This is an optimization exercise on Yosys and OpenROAD, whose aim is small area, a short achievable clock period and few clock cycles per item, not a production implementation. In this exercise RTL edits were held to simulation tests only and were not proved equivalent to the original.

==> flow/design.v <==
module adder #(
    parameter W = 25
) (
    input  [W - 1 : 0] a, b,
    input              cin,
    output [W - 1 : 0] s
);
    localparam L = $clog2(W);
    wire [W - 1 : 0] p0 = a ^ b;
    wire [W - 1 : 0] g  [0 : L];
    wire [W - 1 : 0] p  [0 : L];
    assign g[0] = {a[W - 1 : 1] & b[W - 1 : 1], (a[0] & b[0]) | (p0[0] & cin)};
    assign p[0] = p0;
    genvar l, i;
    generate
        for (l = 0; l < L; l = l + 1) begin : lvl
            for (i = 0; i < W; i = i + 1) begin : col
                if ((i >> l) % 2 == 1) begin : cmb
                    assign g[l + 1][i] = g[l][i] | (p[l][i] & g[l][((i >> l) << l) - 1]);
                    assign p[l + 1][i] = p[l][i] & p[l][((i >> l) << l) - 1];
                end else begin : thru
                    assign g[l + 1][i] = g[l][i];
                    assign p[l + 1][i] = p[l][i];
                end
            end
        end
    endgenerate
    assign s = p0 ^ {g[L][W - 2 : 0], cin};
endmodule
module square_root_float (
    input clk, rst,
    input start,
    input [31:0] u,
    output [31:0] out,
    output done, neg_flag
);
    reg        busy;
    reg  [4:0] cnt;          
    reg        hor;          
    reg        cpy;          
    reg  [3:0] s0, s1;       
    reg        xinv, xcin;   
    reg        fill;         
    reg [24:0] X;
    reg [24:0] Y;
    reg  [7:0] e_out;
    reg        sgn, spec;
    wire [7:0]  E = u[30:23];
    wire [22:0] M = u[22:0];
    wire        m_zero = (M == 23'd0);
    wire        zero = (E == 8'd0) & m_zero;
    wire        one  = E[0] & m_zero;
    wire [8:0]  e_sum = 9'd127 + {1'b0, E};
    always @(posedge clk) begin
        sgn   <= u[31];
        spec  <= zero | one;
        e_out <= zero ? 8'd0 : e_sum[8:1];
    end
    wire [4:0]  top_o = {2'b01, M[22:20]};
    wire [24:0] x_st = E[0] ? {top_o + 5'd2, M[19:0]} : {top_o + 5'd3, M[19:0]};
    wire [24:0] y_st = E[0] ? {top_o - 5'd2, M[19:0]} : {top_o - 5'd3, M[19:0]};
    wire signed [24:0] y_h  = {fill, Y[24:1]};
    wire        [24:0] x_h  = {1'b0, X[24:1]};
    wire        [27:0] y_e0 = {{3{fill}}, y_h};
    wire        [24:0] y_l1 = ({25{s0[0]}} & y_e0[24:0]) | ({25{s0[1]}} & y_e0[25:1]) |
                              ({25{s0[2]}} & y_e0[26:2]) | ({25{s0[3]}} & y_e0[27:3]);
    wire        [36:0] y_e1 = {{12{fill}}, y_l1};
    wire        [24:0] y_sh = ({25{s1[0]}} & y_e1[24:0]) | ({25{s1[1]}} & y_e1[28:4]) |
                              ({25{s1[2]}} & y_e1[32:8]) | ({25{s1[3]}} & y_e1[36:12]);
    wire        [27:0] x_e0 = {3'b000, x_h};
    wire        [24:0] x_l1 = ({25{s0[0]}} & x_e0[24:0]) | ({25{s0[1]}} & x_e0[25:1]) |
                              ({25{s0[2]}} & x_e0[26:2]) | ({25{s0[3]}} & x_e0[27:3]);
    wire        [36:0] x_e1 = {12'd0, x_l1};
    wire        [24:0] x_sh = ({25{s1[0]}} & x_e1[24:0]) | ({25{s1[1]}} & x_e1[28:4]) |
                              ({25{s1[2]}} & x_e1[32:8]) | ({25{s1[3]}} & x_e1[36:12]);
    wire [24:0] xadd, yadd;
    adder #(.W(25)) X_Adder (.a(X), .b(y_sh ^ {25{xinv}}), .cin(xcin), .s(xadd));
    adder #(.W(25)) Y_Adder (.a(Y), .b(x_sh ^ {25{xinv}}), .cin(xinv), .s(yadd));
    always @(posedge clk) begin
        if (!busy) begin
            X   <= x_st;
            Y   <= y_st;
        end else begin
            X   <= hor ? X : xadd;
            Y   <= cpy ? xadd : yadd;
        end
    end
    wire fin = (cnt == 5'd27) | ((cnt == 5'd1) & (sgn | spec));
    assign done     = busy & fin;
    assign neg_flag = sgn;
    assign out      = {sgn, e_out, Y[22:0] & {23{~spec}}};
    wire [4:0] cnt_i = cnt + 5'd1;
    wire [4:0] cnt_n = busy ? cnt_i : {3'd0, ~E[0], E[0]};
    wire       hor_n = busy & (cnt_i >= 5'd19);
    wire       cpy_n = busy & (cnt_i >= 5'd18);
    wire [3:0] sh_n  = busy ? sh_i : {3'd0, ~E[0]};
    wire       hinv_n = hinv_i;
    reg [3:0] sh_i;
    reg       hinv_i;
    always @(*) begin
        hinv_i = 1'b0;
        case (cnt_i)
            5'd1:  sh_i = 4'd0;    
            5'd2:  sh_i = 4'd1;
            5'd3:  sh_i = 4'd2;
            5'd4:  sh_i = 4'd3;
            5'd5:  sh_i = 4'd3;    
            5'd6:  sh_i = 4'd4;
            5'd7:  sh_i = 4'd5;
            5'd8:  sh_i = 4'd6;
            5'd9:  sh_i = 4'd7;
            5'd10: sh_i = 4'd8;
            5'd11: sh_i = 4'd9;
            5'd12: sh_i = 4'd10;
            5'd13: sh_i = 4'd11;
            5'd14: sh_i = 4'd12;
            5'd15: sh_i = 4'd12;   
            5'd16: sh_i = 4'd13;
            5'd17: sh_i = 4'd14;
            5'd18: sh_i = 4'd15;   
            5'd19: sh_i = 4'd3;    
            5'd20: begin sh_i = 4'd1; hinv_i = 1'b1; end   
            5'd21: begin sh_i = 4'd3; hinv_i = 1'b1; end   
            5'd22: sh_i = 4'd2;    
            5'd23: sh_i = 4'd1;    
            5'd24: begin sh_i = 4'd1; hinv_i = 1'b1; end   
            5'd25: begin sh_i = 4'd1; hinv_i = 1'b1; end   
            default: sh_i = 4'd1;  
        endcase
    end
    wire yneg_n = busy & yadd[24];
    always @(posedge clk) begin
        hor   <= hor_n;
        cpy   <= cpy_n;
        s0    <= 4'b0001 << sh_n[1:0];
        s1    <= 4'b0001 << sh_n[3:2];
        xinv  <= hor_n ? hinv_n : ~yneg_n;
        xcin  <= ~hor_n & ~yneg_n;
        fill  <= ~hor_n & yneg_n;
    end
    always @(posedge clk, posedge rst) begin
        if (rst) begin
            busy <= 1'b0;
            cnt  <= 5'd0;
        end else begin
            cnt <= cnt_n;
            if (!busy)
                busy <= start;
            else if (fin)
                busy <= 1'b0;
        end
    end
endmodule
==> flow/config.mk <==
export PLATFORM = sky130hd
export DESIGN_NAME = square_root_float
export DESIGN_NICKNAME = square_root_float
export VERILOG_FILES = /design/flow/design.v
export SDC_FILE = /design/flow/constraint.sdc
export NUM_CORES = 4
export LEC_CHECK = 0
export CAP_MARGIN = 50
export CORE_MARGIN = 2
export CORE_UTILIZATION = 40
export CTS_BUF_LIST = sky130_fd_sc_hd__clkbuf_8
export SLEW_MARGIN = 60
==> flow/constraint.sdc <==
create_clock -name core_clock -period 11.0 [get_ports {clk}]
set_input_delay 2.2000 -clock core_clock [delete_from_list [all_inputs] [get_ports {clk}]]
set_output_delay 2.2000 -clock core_clock [all_outputs]
set_load 0.01 [all_outputs]
standard.sh (not shown) runs the stock make flow with config.mk's settings and CLKGATE_MAP_FILE= SYNTH_SCRIPT=/design/flow/synth_recipe.tcl, a recipe that flattens the netlist after the stock synthesis.
==> flow/flow/run.sh <==
#!/bin/bash
# Standard ORFS layout (the standard.sh, unchanged synthesis), with the
# timing repair after floorplan, CTS and global routing asked to leave a
# setup slack margin, so that it sizes and buffers the critical paths.
set -euo pipefail
bash standard.sh SETUP_SLACK_MARGIN=6.7 finish > standard.log 2>&1
Testbench counts at the start, summed over its fixed seeds: cycles 43,995, items 1,600.
Next try:
- ABC_AREA: default -> 1
- SLEW_MARGIN: 60 -> 50
Utilization fell by 0.14 points.
Via count grows by 15%.
Wire length climbs by 15%.
Critical path depth is lower by 1.
Flip-flop and latch count stays the same.
Final cell count is higher by 25%.
Area after synthesis is higher by 4.2%.
Die area increases by 4.1%.
Next try:
- ABC_AREA: 1 -> default
- CORE_UTILIZATION: 40 -> 55
- SLEW_MARGIN: 50 -> 70
Result: Flip-flop and latch count stays the same. Cell count is lower by 25%. Routed wire length is lower by 13%. Clock-buffer cell count is higher by 1. Worst setup slack loses 0.19 ns. Core utilization is higher by 19 points.
Next try:
--- a/flow/flow/run.sh
+++ b/flow/flow/run.sh
@@ -6 +6 @@
-bash standard.sh SETUP_SLACK_MARGIN=6.7 finish > standard.log 2>&1
+bash standard.sh SETUP_SLACK_MARGIN=6.4 finish > standard.log 2>&1
- CORE_UTILIZATION: 55 -> 40
- SLEW_MARGIN: 70 -> 50
- count of clock-buffer cells in the layout stays the same
- worst hold slack is worse by 0.053 ns
- non-clock buffer count goes down by 7

## afterwards: timing with drivers on the ports
The flow's constraints put no driver on any port. The routed layouts listed below were extracted and timed again, unchanged, in two steps. Step 1 assumes that a clkbuf_16 drives the clock port and a buf_2 every other input. Step 2, shift: input delay + t, output delay - t, t = (earliest + latest rising clock arrival at the registers) / 2. This alone moves slack from input paths to output paths. a / b / c = ideal / step 1 / step 2; a / b = the first two.
run | t, ns | setup WS [ns] | worst slew at a driven data input, ns | pins driven straight from the clock port
the first run | 0.410 | 6.864 / 6.828 / 6.565 | 0.04 | 1
the second run | 0.415 | 6.932 / 6.892 / 6.545 | 0.04 | 1
the third run | 0.402 | 6.738 / 6.738 / 6.512 | 0.05 | 1
the fourth run | 0.414 | 6.561 / 6.579 / 6.164 | 0.04 | 1
After both steps every run listed still meets setup and hold. The setup slack of the fourth run, which loses most, moves by +0.018 ns with the drivers and by -0.397 ns with both steps.
